What follows belongs to an exercise in optimizing a design on an open flow for small area and a short achievable clock period; a production flow would make more cautious choices. The RTL was checked by simulation tests, not by an equivalence proof against the original design.

==> try-xenon <==
// notch_filter
module notch_filter #(
    parameter int DATA_WIDTH = 16
)(
    input  logic                    clk,
    input  logic                    rst_n,
    input  logic                    valid_i,
    input  logic signed [DATA_WIDTH-1:0] data_i,
    output logic                    valid_o,
    output logic signed [DATA_WIDTH-1:0] data_o
);
    logic [15:0] x;
    logic [31:0] s1, s2;
    logic [8:1] p;
    logic n80;
    logic n81;
    logic n82;
    logic n83;
    logic n84;
    logic n85;
    logic n86;
    logic n87;
    logic n88;
    logic n89;
    logic n90;
    logic n91;
    logic n92;
    logic n93;
    logic n94;
    logic n95;
    logic n96;
    logic n97;
    logic n98;
    logic n99;
    logic n100;
    logic n101;
    logic n102;
    logic n103;
    logic n104;
    logic n105;
    logic n106;
    logic n107;
    logic n108;
    logic n109;
    logic n110;
    logic n111;
    logic n112;
    logic n113;
    logic n114;
    logic n115;
    logic n116;
    logic n117;
    logic n118;
    logic n119;
    logic n120;
    logic n121;
    logic n122;
    logic n123;
    logic n124;
    logic n125;
    logic n126;
    logic n127;
    logic n128;
    logic n129;
    logic n130;
    logic n131;
  ...
make LEC_CHECK=0 CAP_MARGIN=20 CORE_MARGIN=2 CORE_UTILIZATION=40 SLEW_MARGIN=20 SYNTH_HIERARCHICAL=1 finish   # period 12.0 ns
run.sh (not shown) runs the stock make flow with config.mk's settings and CLKGATE_MAP_FILE= SYNTH_SCRIPT=/design/flow/synth_recipe.tcl, a recipe that flattens the netlist after the stock synthesis.
==> try-raven: changes against try-xenon <==
--- a/flow/design.v
+++ b/flow/design.v
@@ -610,34 +610,34 @@
     nf_fa u92 (.a(x[8]), .b(x[6]), .c(n91), .s(n92), .co(n93));
     nf_fa u94 (.a(x[9]), .b(x[7]), .c(n93), .s(n94), .co(n95));
     nf_fa u96 (.a(x[10]), .b(x[8]), .c(n95), .s(n96), .co(n97));
     nf_fa u98 (.a(x[11]), .b(x[9]), .c(n97), .s(n98), .co(n99));
     nf_fa u100 (.a(x[12]), .b(x[10]), .c(n99_d1), .s(n100), .co(n101));
     nf_fa u102 (.a(x[13]), .b(x[11]), .c(n101), .s(n102), .co(n103));
     nf_fa u104 (.a(x[14]), .b(x[12]), .c(n103), .s(n104), .co(n105));
-    nf_fa u106 (.a(xs1), .b(x[13]), .c(n105), .s(n106), .co(n107));
-    nf_fa u108 (.a(xs1), .b(x[14]), .c(n107), .s(n108), .co(n109));
+    nf_fa u106 (.a(x[15]), .b(x[13]), .c(n105), .s(n106), .co(n107));
+    nf_fa u108 (.a(x[15]), .b(x[14]), .c(n107), .s(n108), .co(n109));
     nf_ha u110 (.a(n86), .b(x[0]), .s(n110), .co(n111));
     nf_fa u112 (.a(n88), .b(x[1]), .c(n111), .s(n112), .co(n113));
     nf_fa u114 (.a(n90), .b(n80), .c(n113), .s(n114), .co(n115));
     nf_fa u116 (.a(n92), .b(n82), .c(n115), .s(n116), .co(n117));
     nf_fa u118 (.a(n94), .b(n84), .c(n117), .s(n118), .co(n119));
     nf_fa u120 (.a(n96), .b(n86), .c(n119), .s(n120), .co(n121));
     nf_fa u122 (.a(n98_d1), .b(n88_d1), .c(n121_d1), .s(n122), .co(n123));
     nf_fa u124 (.a(n100), .b(n90_d1), .c(n123), .s(n124), .co(n125));
     nf_fa u126 (.a(n102), .b(n92_d1), .c(n125), .s(n126), .co(n127));
     nf_fa u128 (.a(n104), .b(n94_d1), .c(n127), .s(n128), .co(n129));
     nf_fa u130 (.a(n106), .b(n96_d1), .c(n129), .s(n130), .co(n131));
     nf_fa u132 (.a(n108), .b(n98_d1), .c(n131), .s(n132), .co(n133));
     nf_fa u134 (.a(n109), .b(n100), .c(n133), .s(n134), .co(n135));
-    nf_fa u136 (.a(xs1), .b(n102), .c(n135), .s(n136), .co(n137));
-    nf_fa u138 (.a(xs1), .b(n104), .c(n137), .s(n138), .co(n139));
+    nf_fa u136 (.a(x[15]), .b(n102), .c(n135), .s(n136), .co(n137));
+    nf_fa u138 (.a(x[15]), .b(n104), .c(n137), .s(n138), .co(n139));
     nf_fa u140 (.a(xs2), .b(n106_d1), .c(n139_d1), .s(n140), .co(n141));
     nf_fa u142 (.a(xs2), .b(n108_d1), .c(n141), .s(n142), .co(n143));
-    nf_fa u144 (.a(xs2), .b(n109_d1), .c(n143), .s(n144), .co(n145));
+    nf_fa u144 (.a(x[15]), .b(n109_d1), .c(n143), .s(n144), .co(n145));
     nf_ha u146 (.a(~x[1]), .b(~x[0]), .s(n146), .co(n147));
     nf_ha u148 (.a(~n80), .b(n147), .s(n148), .co(n149));
     nf_ha u150 (.a(~n82), .b(n149), .s(n150), .co(n151));
     nf_ha u152 (.a(~n84), .b(n151), .s(n152), .co(n153));
     nf_ha u154 (.a(~n110), .b(n153), .s(n154), .co(n155));
     nf_ha u156 (.a(~n112), .b(n155), .s(n156), .co(n157));
     nf_ha u158 (.a(~n114), .b(n157), .s(n158), .co(n159));
@@ -679,19 +679,19 @@
     nf_fa u236 (.a(xs1), .b(n174), .c(n235), .s(n236), .co(n237));
     nf_fa u238 (.a(xs1), .b(n176), .c(n237), .s(n238), .co(n239));
     nf_fa u240 (.a(xs1), .b(n178), .c(n239), .s(n240), .co(n241));
     nf_fa u242 (.a(xs2), .b(n180_d1), .c(n241_d1), .s(n242), .co(n243));
     nf_fa u244 (.a(xs2), .b(n182), .c(n243), .s(n244), .co(n245));
     nf_fa u246 (.a(xs2), .b(n184), .c(n245), .s(n246), .co(n247));
     nf_fa u248 (.a(xs2), .b(n186), .c(n247), .s(n248), .co(n249));
-    nf_fa u250 (.a(xs2), .b(n188), .c(n249), .s(n250), .co(n251));
-    nf_fa u252 (.a(xs2), .b(n190), .c(n251), .s(n252), .co(n253));
+    nf_fa u250 (.a(xs1), .b(n188), .c(n249), .s(n250), .co(n251));
+    nf_fa u252 (.a(x[15]), .b(n190), .c(n251), .s(n252), .co(n253));
     nf_fa u254 (.a(xs2), .b(n192), .c(n253), .s(n254), .co(n255));
-    nf_fa u256 (.a(xs2), .b(n194), .c(n255), .s(n256), .co(n257));
-    nf_fa u258 (.a(xs2), .b(n196), .c(n257), .s(n258), .co(n259));
+    nf_fa u256 (.a(xs1), .b(n194), .c(n255), .s(n256), .co(n257));
+    nf_fa u258 (.a(x[15]), .b(n196), .c(n257), .s(n258), .co(n259));
     nf_fa u260 (.a(xs3), .b(n198_d1), .c(n259_d1), .s(n260), .co(n261));
     nf_fa u262 (.a(xs3), .b(n200), .c(n261), .s(n262), .co(n263));
     nf_ha u266 (.a(s1[0]), .b(x[0]), .s(n266), .co(n267));
     nf_fa u268 (.a(s1[1]), .b(x[1]), .c(n267), .s(n268), .co(n269));
     nf_fa u270 (.a(s1[2]), .b(n80), .c(n269), .s(n270), .co(n271));
     nf_fa u272 (.a(s1[3]), .b(n208), .c(n271), .s(n272), .co(n273));
     nf_fa u274 (.a(s1[4]), .b(n210), .c(n273), .s(n274), .co(n275));
- CTS_CLUSTER_DIAMETER: unset -> 100
- CTS_CLUSTER_SIZE: unset -> 30
==> try-pepper: changes against try-xenon <==
--- a/flow/design.v
+++ b/flow/design.v
@@ -610,34 +610,34 @@
     nf_fa u92 (.a(x[8]), .b(x[6]), .c(n91), .s(n92), .co(n93));
     nf_fa u94 (.a(x[9]), .b(x[7]), .c(n93), .s(n94), .co(n95));
     nf_fa u96 (.a(x[10]), .b(x[8]), .c(n95), .s(n96), .co(n97));
     nf_fa u98 (.a(x[11]), .b(x[9]), .c(n97), .s(n98), .co(n99));
     nf_fa u100 (.a(x[12]), .b(x[10]), .c(n99_d1), .s(n100), .co(n101));
     nf_fa u102 (.a(x[13]), .b(x[11]), .c(n101), .s(n102), .co(n103));
     nf_fa u104 (.a(x[14]), .b(x[12]), .c(n103), .s(n104), .co(n105));
-    nf_fa u106 (.a(xs1), .b(x[13]), .c(n105), .s(n106), .co(n107));
-    nf_fa u108 (.a(xs1), .b(x[14]), .c(n107), .s(n108), .co(n109));
+    nf_fa u106 (.a(x[15]), .b(x[13]), .c(n105), .s(n106), .co(n107));
+    nf_fa u108 (.a(x[15]), .b(x[14]), .c(n107), .s(n108), .co(n109));
     nf_ha u110 (.a(n86), .b(x[0]), .s(n110), .co(n111));
     nf_fa u112 (.a(n88), .b(x[1]), .c(n111), .s(n112), .co(n113));
     nf_fa u114 (.a(n90), .b(n80), .c(n113), .s(n114), .co(n115));
     nf_fa u116 (.a(n92), .b(n82), .c(n115), .s(n116), .co(n117));
     nf_fa u118 (.a(n94), .b(n84), .c(n117), .s(n118), .co(n119));
     nf_fa u120 (.a(n96), .b(n86), .c(n119), .s(n120), .co(n121));
     nf_fa u122 (.a(n98_d1), .b(n88_d1), .c(n121_d1), .s(n122), .co(n123));
     nf_fa u124 (.a(n100), .b(n90_d1), .c(n123), .s(n124), .co(n125));
     nf_fa u126 (.a(n102), .b(n92_d1), .c(n125), .s(n126), .co(n127));
     nf_fa u128 (.a(n104), .b(n94_d1), .c(n127), .s(n128), .co(n129));
     nf_fa u130 (.a(n106), .b(n96_d1), .c(n129), .s(n130), .co(n131));
     nf_fa u132 (.a(n108), .b(n98_d1), .c(n131), .s(n132), .co(n133));
     nf_fa u134 (.a(n109), .b(n100), .c(n133), .s(n134), .co(n135));
-    nf_fa u136 (.a(xs1), .b(n102), .c(n135), .s(n136), .co(n137));
-    nf_fa u138 (.a(xs1), .b(n104), .c(n137), .s(n138), .co(n139));
+    nf_fa u136 (.a(x[15]), .b(n102), .c(n135), .s(n136), .co(n137));
+    nf_fa u138 (.a(x[15]), .b(n104), .c(n137), .s(n138), .co(n139));
     nf_fa u140 (.a(xs2), .b(n106_d1), .c(n139_d1), .s(n140), .co(n141));
     nf_fa u142 (.a(xs2), .b(n108_d1), .c(n141), .s(n142), .co(n143));
-    nf_fa u144 (.a(xs2), .b(n109_d1), .c(n143), .s(n144), .co(n145));
+    nf_fa u144 (.a(x[15]), .b(n109_d1), .c(n143), .s(n144), .co(n145));
     nf_ha u146 (.a(~x[1]), .b(~x[0]), .s(n146), .co(n147));
     nf_ha u148 (.a(~n80), .b(n147), .s(n148), .co(n149));
     nf_ha u150 (.a(~n82), .b(n149), .s(n150), .co(n151));
     nf_ha u152 (.a(~n84), .b(n151), .s(n152), .co(n153));
     nf_ha u154 (.a(~n110), .b(n153), .s(n154), .co(n155));
     nf_ha u156 (.a(~n112), .b(n155), .s(n156), .co(n157));
     nf_ha u158 (.a(~n114), .b(n157), .s(n158), .co(n159));
@@ -679,19 +679,19 @@
     nf_fa u236 (.a(xs1), .b(n174), .c(n235), .s(n236), .co(n237));
     nf_fa u238 (.a(xs1), .b(n176), .c(n237), .s(n238), .co(n239));
     nf_fa u240 (.a(xs1), .b(n178), .c(n239), .s(n240), .co(n241));
     nf_fa u242 (.a(xs2), .b(n180_d1), .c(n241_d1), .s(n242), .co(n243));
     nf_fa u244 (.a(xs2), .b(n182), .c(n243), .s(n244), .co(n245));
     nf_fa u246 (.a(xs2), .b(n184), .c(n245), .s(n246), .co(n247));
     nf_fa u248 (.a(xs2), .b(n186), .c(n247), .s(n248), .co(n249));
-    nf_fa u250 (.a(xs2), .b(n188), .c(n249), .s(n250), .co(n251));
-    nf_fa u252 (.a(xs2), .b(n190), .c(n251), .s(n252), .co(n253));
+    nf_fa u250 (.a(xs1), .b(n188), .c(n249), .s(n250), .co(n251));
+    nf_fa u252 (.a(x[15]), .b(n190), .c(n251), .s(n252), .co(n253));
     nf_fa u254 (.a(xs2), .b(n192), .c(n253), .s(n254), .co(n255));
-    nf_fa u256 (.a(xs2), .b(n194), .c(n255), .s(n256), .co(n257));
-    nf_fa u258 (.a(xs2), .b(n196), .c(n257), .s(n258), .co(n259));
+    nf_fa u256 (.a(xs1), .b(n194), .c(n255), .s(n256), .co(n257));
+    nf_fa u258 (.a(x[15]), .b(n196), .c(n257), .s(n258), .co(n259));
     nf_fa u260 (.a(xs3), .b(n198_d1), .c(n259_d1), .s(n260), .co(n261));
     nf_fa u262 (.a(xs3), .b(n200), .c(n261), .s(n262), .co(n263));
     nf_ha u266 (.a(s1[0]), .b(x[0]), .s(n266), .co(n267));
     nf_fa u268 (.a(s1[1]), .b(x[1]), .c(n267), .s(n268), .co(n269));
     nf_fa u270 (.a(s1[2]), .b(n80), .c(n269), .s(n270), .co(n271));
     nf_fa u272 (.a(s1[3]), .b(n208), .c(n271), .s(n272), .co(n273));
     nf_fa u274 (.a(s1[4]), .b(n210), .c(n273), .s(n274), .co(n275));
- CORE_UTILIZATION: 40 -> 55
- CTS_CLUSTER_DIAMETER: unset -> 100
- CTS_CLUSTER_SIZE: unset -> 30
- PLACE_DENSITY: unset -> 0.7
==> metrics.yaml <==
outcome: "finished clean"
nets: 1122
dp_slack_ps: 6793
grt_max_degree: 73
cp.required_ps: 12370
std_cell_rows: 64
(the above is from try-raven)
==> metrics.yaml <==
outcome: "finished clean"
nets: 1137
dp.cells: 1212
grt_max_degree: 70
(the above is from try-xenon)
==> metrics.yaml <==
design_area_mm2: 0.01351
final_cell_mix: "254 x fa_1, 161 x dfxtp_1, 76 x inv_1"
cp.required_ps: 12370
outcome: "finished clean"
std_cell_rows: 55
nets: 1121
(the above is from try-pepper)

static timing again, ports no longer ideal:
Ports are ideal in the flow. The routed layouts listed here were re-timed in OpenROAD. Step 1: set_driving_cell puts a clkbuf_16 on clk and a buf_2 on each other input, an assumption about the parent block. Step 2 also shifts input and output timing later by t, the mid clock arrival at the registers, as if the neighbouring blocks saw the same clock. Slacks: no drivers / after step 1 / after step 2; pairs: no drivers / after step 1.
| run | t (ns) | setup slack, ns | pins driven straight from the clock port |
|---|---|---|---|
| try-xenon | 0.590 | 6.791 / 6.754 / 6.791 | 1 |
| try-raven | 0.525 | 6.826 / 6.799 / 6.826 | 1 |
| try-pepper | 0.524 | 6.778 / 6.778 / 6.778 | 1 |
After both steps setup and hold are still met in every run listed.
